Background: an optimization exercise with open tools, aiming at small area, a short achievable clock period and few clock cycles. Do not read the settings as production practice. Only the layout flow was run in this run; the RTL was not checked for function there. Power is estimated from default activity; no workload was simulated.

## flow/flow/run.sh

```bash
#!/bin/bash
# Standard layout with extra make settings: a tighter timing-repair target,
# and the settings listed on the make line below.
set -euo pipefail
bash standard.sh 'SETUP_SLACK_MARGIN=7' 'BUFFER_PORTS_ARGS=-buffer_cell sky130_fd_sc_hd__buf_4' finish > flow_make.log 2>&1
```

## flow/standard.sh

```bash
#!/bin/bash
# synth_recipe.tcl (not shown) runs the flow's synth.tcl, then flattens the netlist and writes it again
# the make line also repeats each setting of config.mk as NAME=value (left out here)
make -C /OpenROAD-flow-scripts/flow DESIGN_CONFIG=/design/flow/config.mk WORK_HOME=/design/flow/orfs CLKGATE_MAP_FILE= SYNTH_SCRIPT=/design/flow/synth_recipe.tcl "${@:-finish}"
```

## flow/config.mk

```make
export PLATFORM = sky130hd
export DESIGN_NAME = Mips_Processor
export DESIGN_NICKNAME = Mips_Processor
export VERILOG_FILES = /design/flow/design.v
export SDC_FILE = /design/flow/constraint.sdc
export NUM_CORES = 4
export LEC_CHECK = 0
export ABC_AREA = 1
export CAP_MARGIN = 20
export CORE_MARGIN = 2
export CORE_UTILIZATION = 40
export CTS_CLUSTER_DIAMETER = 80
export CTS_CLUSTER_SIZE = 30
export PLACE_DENSITY = 0.6
export SLEW_MARGIN = 20
```

## flow/constraint.sdc

```tcl
create_clock -name core_clock -period 11.0 [get_ports {clk}]
set_input_delay 2.2000 -clock core_clock [delete_from_list [all_inputs] [get_ports {clk}]]
set_output_delay 2.2000 -clock core_clock [all_outputs]
set_load 0.01 [all_outputs]
```

## flow/design.v

```verilog
module Mips_Processor (
    input             clk,
    input             rst,
    output     [15:0] mem_addr,
    output            mem_wr,
    output     [15:0] mem_wdata,
    input      [15:0] mem_rdata,
    output reg        wb_we,
    output reg [3:0]  wb_rd,
    output reg [15:0] wb_data
);
    localparam OP_ADD  = 4'd0,  OP_ADDM = 4'd1,  OP_SUB = 4'd2,  OP_ADDI = 4'd3;
    localparam OP_MUL  = 4'd4,  OP_AND  = 4'd5,  OP_SHL = 4'd6,  OP_LW   = 4'd7;
    localparam OP_LWI  = 4'd8,  OP_SW   = 4'd9,  OP_SWI = 4'd10, OP_CLR  = 4'd11;
    localparam OP_LI   = 4'd12, OP_CMP  = 4'd13, OP_BNE = 4'd14, OP_J    = 4'd15;
    function writes_reg(input [3:0] op);
        writes_reg = (op == OP_ADD) || (op == OP_ADDM) || (op == OP_SUB) || (op == OP_ADDI) ||
                     (op == OP_AND) || (op == OP_SHL) || (op == OP_LW) || (op == OP_LWI) ||
                     (op == OP_CLR) || (op == OP_LI);
    endfunction
    function uses_ba(input [3:0] op);
        uses_ba = (op == OP_ADDM) || (op == OP_LW) || (op == OP_LWI) || (op == OP_SW) || (op == OP_SWI);
    endfunction
    function is_load(input [3:0] op);
        is_load = (op == OP_ADDM) || (op == OP_LW) || (op == OP_LWI);
    endfunction
    function b_is_reg(input [3:0] op);
        b_is_reg = (op == OP_ADD) || (op == OP_SUB) || (op == OP_MUL) || (op == OP_AND) || (op == OP_CMP);
    endfunction
    function real_rd(input [3:0] r);
        real_rd = (r != 4'd0) && (r != 4'd9) && (r != 4'd12) && (r != 4'd13);
    endfunction
    function is_hilo(input [3:0] r);
        is_hilo = (r == 4'd12) || (r == 4'd13);
    endfunction
    function [20:0] ks20(input [19:0] a, input [19:0] b, input cin);
        reg [19:0] g, p, gg, pp;
        integer i, d;
        begin
            g = a & b;
            p = a ^ b;
            gg = g;
            pp = p;
            gg[0] = g[0] | (p[0] & cin);
            for (d = 1; d < 20; d = d * 2)
                for (i = 19; i >= d; i = i - 1) begin
                    gg[i] = gg[i] | (pp[i] & gg[i - d]);
                    pp[i] = pp[i] & pp[i - d];
                end
            ks20 = {gg[19], p ^ {gg[18:0], cin}};
        end
    endfunction
    reg  [15:0] pc, tgt;
    reg         tsel;
    reg         d_valid;
    reg  [15:0] d_ir;
    reg         d_ba, d_rd1, d_rd2, d_isbne, d_hl;
    reg  [3:0]  d_r1, d_r2;
    reg         d_byp1, d_byp2;  
    reg         e_valid;
    reg  [3:0]  e_rd;
    reg  [15:0] e_v1, e_v2, e_imm;
    reg         e_fm1, e_fw1, e_fm2, e_fw2;
    reg         e_fv1, e_fv2;    
    reg         e_fwd;           
    reg         e_ldr;           
    reg         e_sub, e_breg, e_s_and, e_s_shl, e_s_imm, e_cmp, e_mul, e_bne;
    reg         e_mem, e_sw, e_two, e_ld, e_addm, e_wr;
    reg         m_valid, m_port, m_wr, m_ph1, m_swi;
    reg         m_asel, a_t, a_p;
    reg         m_ld, m_addm, m_wrr;
    reg  [3:0]  m_rd;
    reg  [15:0] m_res, m_s;
    reg  [3:0]  sr;              
    reg  [15:0] hi, lo, mcand;
    reg  [17:0] mcand3;          
    reg  [2:0]  mcnt;
    reg  [15:0] x1, x2, x3, x4, x5, x6, x7, x8, x10, x11, x14, x15;
    reg         rst_q;           
    wire freeze = m_ph1;        
    wire [15:0] fa   = tsel ? tgt : pc;
    assign mem_addr  = ({16{m_asel}} & m_res) | ({16{a_t}} & tgt) | ({16{a_p}} & pc);
    assign mem_wr    = m_wr;
    assign mem_wdata = m_s;
    wire [20:0] m_sum    = ks20({4'd0, m_addm ? m_s : 16'd0}, {4'd0, mem_rdata}, 1'b0);
    wire [15:0] m_result = (m_ld || m_addm) ? m_sum[15:0] : m_res;
    wire [15:0] f1 = ({16{e_fm1}} & m_res) | ({16{e_fw1}} & wb_data) | ({16{e_fv1}} & e_v1);
    wire [15:0] f2 = ({16{e_fm2}} & m_res) | ({16{e_fw2}} & wb_data) | ({16{e_fv2}} & e_v2);
    wire [15:0] e_b   = e_breg ? f2 : e_imm;
    wire [20:0] e_ks  = ks20({4'd0, f1}, {4'd0, e_sub ? ~e_b : e_b}, e_sub);
    wire [16:0] e_sum = {e_ks[16], e_ks[15:0]};
    wire        e_eq  = (f1 == f2);
    wire [15:0] e_shl = (e_imm[7:4] != 4'd0) ? 16'd0 : (f1 << e_imm[3:0]);
    wire [3:0]  e_sr  = {e_eq, e_sum[15], e_sum[16], (f1[15] != f2[15]) && (e_sum[15] != f1[15])};
    wire [15:0] e_res = e_s_and ? (f1 & f2) :
                        e_s_shl ? e_shl :
                        e_s_imm ? e_imm :
                        e_cmp   ? {e_sr, 12'd0} : e_sum[15:0];
    wire e_cmpv = e_valid && e_cmp;
    wire [20:0] mcand3_n = ks20({4'd0, f1}, {3'd0, f1, 1'b0}, 1'b0);
    wire e_mulv = e_valid && e_mul;
    wire [3:0]  d_op  = d_ir[15:12];
    wire [15:0] d_sx  = {{8{d_ir[7]}}, d_ir[7:0]};
    wire [15:0] d_sx2 = {d_sx[14:0], 1'b0};
    reg  [15:0] d_imm;
    always @* begin
        case (d_op)
            OP_ADDM, OP_LW, OP_LI: d_imm = d_sx2;
            OP_CLR:                d_imm = 16'd0;
            default:               d_imm = d_sx;
        endcase
    end
    wire [3:0]  d_dest = (d_op == OP_CMP) ? 4'd9 : d_ir[11:8];
    wire        d_fwd  = (writes_reg(d_op) && !is_load(d_op) && real_rd(d_ir[11:8])) || (d_op == OP_CMP);
    function [15:0] rf_rd(input [3:0] r);
        case (r)
            4'd1:    rf_rd = x1;
            4'd2:    rf_rd = x2;
            4'd3:    rf_rd = x3;
            4'd4:    rf_rd = x4;
            4'd5:    rf_rd = x5;
            4'd6:    rf_rd = x6;
            4'd7:    rf_rd = x7;
            4'd8:    rf_rd = x8;
            4'd9:    rf_rd = {sr, 12'd0};
            4'd10:   rf_rd = x10;
            4'd11:   rf_rd = x11;
            4'd12:   rf_rd = hi;
            4'd13:   rf_rd = lo;
            4'd14:   rf_rd = x14;
            4'd15:   rf_rd = x15;
            default: rf_rd = 16'd0;
        endcase
    endfunction
    wire [15:0] d_ra    = d_byp1 ? wb_data : rf_rd(d_r1);
    wire [15:0] d_rb    = d_byp2 ? wb_data : rf_rd(d_r2);
    wire m_wreal  = m_valid && m_wrr && real_rd(m_rd);
    wire load_use = e_valid && e_ldr && ((d_rd1 && d_r1 == e_rd) || (d_rd2 && d_r2 == e_rd));
    wire mul_busy = e_mulv || (mcnt != 3'd0);
    wire hilo_use = mul_busy && d_hl;
    wire stall_d  = load_use || hilo_use;
    wire fm1_n = e_valid && e_fwd && (e_rd == d_r1);
    wire fm2_n = e_valid && e_fwd && (e_rd == d_r2);
    wire fw1_n = m_wreal && (m_rd == d_r1);
    wire fw2_n = m_wreal && (m_rd == d_r2);
    wire d_adv    = d_valid && !freeze && !stall_d;
    wire d_bne    = d_valid && d_isbne;
    wire mis_e    = e_valid && e_bne && sr[3] && !freeze;
    wire mis_d    = d_bne && !e_cmpv && sr[3] && !freeze && !mis_e;
    wire [15:0] pcp2   = fa + 16'd2;
    wire [3:0]  f_op   = mem_rdata[15:12];
    wire [20:0] f_ks   = ks20({12'd0, pcp2[8:1]}, {12'd0, mem_rdata[7:0]}, 1'b0);
    wire [9:0]  f_lo   = {f_ks[8:0], pcp2[0]};
    wire [6:0]  f_hi0  = pcp2[15:9];
    wire [6:0]  f_hip  = pcp2[15:9] + 7'd1;
    wire [6:0]  f_him  = pcp2[15:9] - 7'd1;
    wire [6:0]  f_hic  = mem_rdata[7] ? f_hi0 : f_hip;     
    wire [6:0]  f_hin  = mem_rdata[7] ? f_him : f_hi0;     
    wire [6:0]  f_hi   = ({7{f_lo[9]}} & f_hic) | ({7{!f_lo[9]}} & f_hin);
    wire [15:0] f_btgt = {f_hi, f_lo[8:0]};
    wire        take   = !m_port && (!d_valid || d_adv) && !mis_d && !mis_e;
    wire        tsel_n = !mis_e && !mis_d && (take ? (f_op == OP_BNE) : tsel);
    wire        masel_n = freeze || (e_valid && e_mem);
    wire        f_ba   = uses_ba(f_op);
    wire [3:0]  f_r1   = f_ba ? 4'd10 : mem_rdata[11:8];
    wire [3:0]  f_r2   = f_ba ? mem_rdata[11:8] : mem_rdata[7:4];
    wire        d_free = !d_valid || d_adv;
    wire        w_next = m_valid && m_wrr && !freeze && real_rd(m_rd);
    wire [3:0]  nd_r1  = d_free ? f_r1 : d_r1;
    wire [3:0]  nd_r2  = d_free ? f_r2 : d_r2;
    wire        f_rd1  = (f_op != OP_LI) && (f_op != OP_CLR) && (f_op != OP_BNE) && (f_op != OP_J);
    wire        f_rd2  = b_is_reg(f_op) || (f_op == OP_ADDM) || (f_op == OP_SW) || (f_op == OP_SWI);
    wire        f_hl   = (f_rd1 && !f_ba && is_hilo(mem_rdata[11:8])) ||
                         (f_rd2 && is_hilo(f_ba ? mem_rdata[11:8] : mem_rdata[7:4]));
    function [17:0] mpick(input [1:0] dgt);
        mpick = ({18{dgt == 2'd1}} & {2'b00, mcand}) |
                ({18{dgt == 2'd2}} & {1'b0, mcand, 1'b0}) |
                ({18{dgt == 2'd3}} & mcand3);
    endfunction
    wire [19:0] mul_x = {4'd0, hi};
    wire [19:0] mul_y = {2'd0, mpick(lo[1:0])};
    wire [19:0] mul_z = {mpick(lo[3:2]), 2'd0};
    wire [19:0] mul_s = mul_x ^ mul_y ^ mul_z;
    wire [19:0] mul_c = (mul_x & mul_y) | (mul_x & mul_z) | (mul_y & mul_z);
    wire [20:0] mul_k = ks20(mul_s, {mul_c[18:0], 1'b0}, 1'b0);
    wire [19:0] mul_p = mul_k[19:0];
    always @(posedge clk) begin
        rst_q <= rst;
        if (rst_q || (wb_we && wb_rd == 4'd1))  x1  <= rst_q ? 16'd0 : wb_data;
        if (rst_q || (wb_we && wb_rd == 4'd2))  x2  <= rst_q ? 16'd0 : wb_data;
        if (rst_q || (wb_we && wb_rd == 4'd3))  x3  <= rst_q ? 16'd0 : wb_data;
        if (rst_q || (wb_we && wb_rd == 4'd4))  x4  <= rst_q ? 16'd0 : wb_data;
        if (rst_q || (wb_we && wb_rd == 4'd5))  x5  <= rst_q ? 16'd0 : wb_data;
        if (rst_q || (wb_we && wb_rd == 4'd6))  x6  <= rst_q ? 16'd0 : wb_data;
        if (rst_q || (wb_we && wb_rd == 4'd7))  x7  <= rst_q ? 16'd0 : wb_data;
        if (rst_q || (wb_we && wb_rd == 4'd8))  x8  <= rst_q ? 16'd0 : wb_data;
        if (rst_q || (wb_we && wb_rd == 4'd10)) x10 <= rst_q ? 16'd0 : wb_data;
        if (rst_q || (wb_we && wb_rd == 4'd11)) x11 <= rst_q ? 16'd0 : wb_data;
        if (rst_q || (wb_we && wb_rd == 4'd14)) x14 <= rst_q ? 16'd0 : wb_data;
        if (rst_q || (wb_we && wb_rd == 4'd15)) x15 <= rst_q ? 16'd0 : wb_data;
        d_byp1 <= w_next && (m_rd == nd_r1);
        d_byp2 <= w_next && (m_rd == nd_r2);
        if (rst)
            mcnt <= 3'd0;
        else if (e_mulv && !freeze)
            mcnt <= 3'd4;
        else if (mcnt != 3'd0)
            mcnt <= mcnt - 3'd1;
        if (rst_q) begin
            hi <= 16'd0;
            lo <= 16'd0;
        end else if (e_mulv && !freeze) begin
            hi <= 16'd0;
            lo <= f2;
        end else if (mcnt != 3'd0) begin
            {hi, lo} <= {mul_p, lo[15:4]};
        end
        if (e_mulv && !freeze) begin
            mcand  <= f1;
            mcand3 <= mcand3_n[17:0];
        end
        if (rst_q)
            sr <= 4'd0;
        else if (e_cmpv && !freeze)
            sr <= e_sr;
        if (rst) begin
            pc <= 16'd0;
            tsel <= 1'b0;
            d_valid <= 1'b0;
            e_valid <= 1'b0;
            m_valid <= 1'b0;
            m_port <= 1'b0;
            m_asel <= 1'b0;
            a_t <= 1'b0;
            a_p <= 1'b1;
            m_wr <= 1'b0;
            m_ph1 <= 1'b0;
            wb_we <= 1'b0;
        end else begin
            wb_we   <= m_valid && m_wrr && !freeze;
            wb_rd   <= m_rd;
            wb_data <= m_result;
            if (freeze) begin
                m_ph1   <= 1'b0;
                m_res   <= mem_rdata;
                m_wr    <= m_swi;
                e_v1    <= f1;
                e_v2    <= f2;
                e_fm1   <= 1'b0;
                e_fm2   <= 1'b0;
                e_fw1   <= 1'b0;
                e_fw2   <= 1'b0;
                e_fv1   <= 1'b1;
                e_fv2   <= 1'b1;
            end else begin
                m_valid <= e_valid;
                m_rd    <= e_rd;
                m_res   <= e_res;
                m_s     <= f2;
                m_port  <= e_valid && e_mem;
                m_wr    <= e_valid && e_sw;
                m_ph1   <= e_valid && e_two;
                m_swi   <= e_two && !e_wr;
                m_ld    <= e_ld;
                m_addm  <= e_addm;
                m_wrr   <= e_wr;
                e_valid <= d_adv && !mis_e && (!d_bne || e_cmpv);
                e_rd    <= d_dest;
                e_fwd   <= d_fwd;
                e_ldr   <= is_load(d_op) && real_rd(d_ir[11:8]);
                e_v1    <= d_bne ? pc : d_ra;    
                e_v2    <= d_rb;
                e_imm   <= d_imm;
                e_fm1   <= fm1_n;
                e_fm2   <= fm2_n;
                e_fw1   <= !fm1_n && fw1_n;
                e_fw2   <= !fm2_n && fw2_n;
                e_fv1   <= !fm1_n && !fw1_n;
                e_fv2   <= !fm2_n && !fw2_n;
                e_sub   <= (d_op == OP_SUB) || (d_op == OP_CMP);
                e_breg  <= b_is_reg(d_op);
                e_s_and <= (d_op == OP_AND);
                e_s_shl <= (d_op == OP_SHL);
                e_s_imm <= (d_op == OP_CLR) || (d_op == OP_LI);
                e_cmp   <= (d_op == OP_CMP);
                e_mul   <= (d_op == OP_MUL);
                e_bne   <= (d_op == OP_BNE);
                e_mem   <= d_ba;
                e_sw    <= (d_op == OP_SW);
                e_two   <= (d_op == OP_LWI) || (d_op == OP_SWI);
                e_ld    <= (d_op == OP_LW) || (d_op == OP_LWI);
                e_addm  <= (d_op == OP_ADDM);
                e_wr    <= writes_reg(d_op);
            end
            m_asel <= masel_n;
            a_t    <= !masel_n && tsel_n;
            a_p    <= !masel_n && !tsel_n;
            if (mis_e) begin
                pc <= e_v1;
                tsel <= 1'b0;
                d_valid <= 1'b0;
            end else if (mis_d) begin
                tsel <= 1'b0;
                d_valid <= 1'b0;
            end else if (take) begin
                if (f_op == OP_J) begin
                    pc <= {pcp2[15:13], mem_rdata[11:0], 1'b0};
                    tsel <= 1'b0;
                    d_valid <= 1'b0;
                end else begin
                    pc <= pcp2;
                    tsel <= (f_op == OP_BNE);
                    if (f_op == OP_BNE)
                        tgt <= f_btgt;
                    d_valid <= 1'b1;
                    d_ir <= mem_rdata;
                    d_ba <= f_ba;
                    d_r1 <= f_r1;
                    d_r2 <= f_r2;
                    d_rd1 <= f_rd1;
                    d_rd2 <= f_rd2;
                    d_isbne <= (f_op == OP_BNE);
                    d_hl <= f_hl;
                end
            end else if (d_adv) begin
                d_valid <= 1'b0;
            end
        end
    end
endmodule
```

==> run notes <==
* Fillers at about 6,700
* First-pass GRT wire length at 144,000 µm
* Die Wd at 266 µm
* Post-synth top cells: nand2_1 (615), inv_1 (456), edfxtp_1 (397), o21ai_0 (250), nor2_1 (219)
* Seq/Total Area, Yosys at 48.5%
* Max Slew Vio Count at 0
* Routed Antenna Nets at 0
* Synth Area per Inst at a little under 9 µm²
* I/O Buffers at 71
* Most flops, register: mcand3
* Setup_tns at 0 ns
* Post-DP HPWL at 74,100 µm
* Element type at the critical path start: input pin
* Synth area leaders: edfxtp_1 (43%), nand2_1 (8.4%), inv_1 (6.2%)
* Switching Share at 39.9%
* CP max-delay cell: ha_1
* Crit-path cells: buf_4 > ha_1 > a21oi_1 > nand2_1 > a21oi_1 > o21ai_1 > a21boi_1 > o21ai_1 > nand3_1 > nand2_1 > xnor2_1 > o21ai_0
* HP Class: register to register
* Worst EP arrival at 4.22 ns
* Distinct cells, synth at 65
* WL final at 99,800 µm
* Global route overflow at 0
* Area leader, netlist: edfxtp_1
* WL/cell at 24.4 µm
* Pwr Density at between 150 and 200 nW/µm²
* Number of global-route vias before repair at roughly 22,000
* DR vias at 23,959
* DR vias/cell at 5.85
* DRT iter0 DRCs at ~3,100
* Final instance area at slightly above 30,000 µm²
* Max reg flops at 18
* Ports at 72
* Clock buffer depth at 3
* Die ar. at 70,700 µm²
* Inserted Clock Buffers at 28
* Fmax at 260 MHz
* Status: complete, no violations
* H-tree lvl count at 1
* # rows at between 90 and 100
* Fin. Hold Viols at 0
* Measured slew at the worst slew-check pin at 1.16 ns
* Sequential share of power at 42.8%
* Nets@finish at 3,330
* Yosys top cell area share at 43.4%
* Clock Latency Late Sink at 0.63 ns
* Clk pwr share at 22.2%
* DRC violations left at 0
* Tcrit/Tclk final at 35.0%
* CTS clk-pin slew, worst paths at 0.09 ns
* Initial core utilization at 40.2%
* Post-Syn Instances at roughly 3,100
* EDFF count, synth at 397
* Post-synth ARST share at 0%
* Antenna cell count at 0
* Number of synthesized register bits at 466
* Initial antenna violation count at 1
* Rel. slew slack at ~21%
* Setup CP Type: input pin to register
* GP Congestion at 0.996
* CTS Sinks at 466
* Internal power at 0.00343 W
* Final Power at 0.00571 W
* RSZ-0062 raised after global routing: false
* P_leak at 12.6 nW
* Post-DP Area at 29,000 µm²
* CP required at 11.36 ns
* Critical path peak fanout at 5
* Pre-Repair DR Iteration Count at 5
* Worst stage delay on the critical path at 0.35 ns
* Net Sw Power at 0.00228 W
* Clk_skew at 0.0226 ns
* Largest net degree at the start of global routing at 69
* Final Critical Period at 3.85 ns
* # setup viols final at 0
* CTS tree: built
* Max-Cap Viols at 0
* Die Span Y at 266 µm
* Synth-to-layout area growth at 11.0%
* Combinational Power Share at 35.0%
* Clock root cell: clkbuf_16
* Fin Hold WS at 0.427 ns
* Worst setup EP type: register
* Synth warnings at 1
* Core ar. at approximately 68,000 µm²
* Post-synthesis cell area at 27,400 µm²
* Post-synth net total at 3,281
* Worst vdd ir at approximately 0.13 mV
* Layout cells sized above 1 at 9.39%
* Primary FF master, synth: edfxtp_1
* Tot GR Track Use at 27.4%
* Most common cell in the netlist: nand2_1
power groups by stage:
stage	Sequential, W	Clock, W	Combinational [W]
2_1_floorplan	0.00236	0	0.00129
3_3_place_gp	0.00248	0	0.00189
3_5_place_dp	0.00248	0	0.00190
4_1_cts	0.00244	0.00128	0.00191
5_1_grt	0.00246	0.00134	0.00219
6_report	0.00244	0.00127	0.00200
path summary, 6_finish.rpt:
| path | from | to | slack, ns | depth (start not counted) |
|---|---|---|---|---|
| worst max-delay path | mem_rdata[2] | wb_data[13] | 7.15 | 12 |
| worst min-delay path | e_addm | m_addm | 0.43 | 0 |
| worst max register to register | wb_data[0] | m_res[13] | 7.16 | 21 |
| worst min register to register | e_addm | m_addm | 0.43 | 0 |
cell usage in the layout (no fill, tap or decap), types with 28 or more instances in the layout:
cell type / count
o221ai_1: 28
o21ai_1: 39
o22ai_1: 125
nand3_1: 143
o211ai_1: 32
nor2_1: 206
inv_1: 451
nand2_1: 610
clkbuf_16: 29
edfxtp_1: 397
dfxtp_1: 64
xor2_1: 66
o21ai_0: 235
a221oi_1: 52
ha_1: 97
a21oi_1: 157
buf_4: 132
through the flow:
stage | setup slack (ns) | utilization (%) | instances
after floorplan | 6.82 | - | 3145
after global placement | 6.38 | 42.5 | 4019
after CTS | 6.95 | 44.0 | 4071
after global routing | 6.99 | 44.7 | 4098
final | 7.15 | 44.7 | 4098
after detailed placement | 6.39 | 42.5 | 4019
logic make-up (layout without fill, tap and decap cells):
group / count (synthesis) / count (layout) / share of synthesized area (%)
buffers and inverters: 592 / 663 / 8.27
xor gates and xnor gates: 93 / 93 / 3.02
and+or+nand+nor: 1081 / 1081 / 16.6
adders and majority gates: 118 / 118 / 5.90
muxes: 6 / 6 / 0.228
AOI/OAI and AO/OA: 789 / 789 / 17.6
DFF: 466 / 466 / 48.5
worst max-delay path, delay by kind of cell:
kind            cells  cell delay (ns)
fa+ha+maj           1             0.35
xor+xnor            1             0.14
buf+inv             1             0.14
simple gates        3             0.32
compound gates      6             1.06
layer usage:
layer | wire length [µm] | part of all wire, % | track usage, %
met1 | 41200 | 41 | 37.5
met2 | 43900 | 44 | 42.0
met3 | 10800 | 11 | 6.79
met4 | 3940 | 4.0 | 9.78
met5 | 0 | 0 | 0
repair_timing:
action | 4_1_cts | 5_1_grt
hold buffers | 0 | 0
pin swaps | 0 | 3
gates resized for setup | 3 | 34
cloned | 0 | 1
setup buffers | 0 | 25
setup endpoints to repair | 6 | 42
cell type report:
cell class	instances	area [µm²]	share of cell area [%]
clock inverters	22	319	1.05
repair buffers	140	1150	3.76
clock buffers	30	729	2.39
well taps	882	1100	3.62
inverters	470	1780	5.84
repair inverters	1	5.00	0.0164
flip-flops and latches	466	13300	43.7
multi-input cells	2087	12100	39.6

port drivers added, routing unchanged:
How much do the figures lean on ideal ports? The routed layout below was timed once more, with nothing changed but the port constraints. Step 1: set_driving_cell puts a clkbuf_16 on clk and a buf_2 on each other input, an assumption about the parent block. Step 2 adds t to the input delays and takes it off the output delays; t is the mean of the earliest and latest rising clock arrival at the registers after step 1. Input paths then give back, and output paths get back, about the clock's delay inside the block. Slacks: ideal ports / drivers / drivers and shift; pairs: ideal ports / drivers.
shift t [ns]: 0.680
setup slack, ns: 7.148 / 7.122 / 6.507
worst setup path at the end: input to register
worst data-port slew with drivers (ns): 0.04
After both steps setup and hold are still met in this run. The setup slack of this run moves by -0.026 ns with the drivers and by -0.641 ns with both steps.
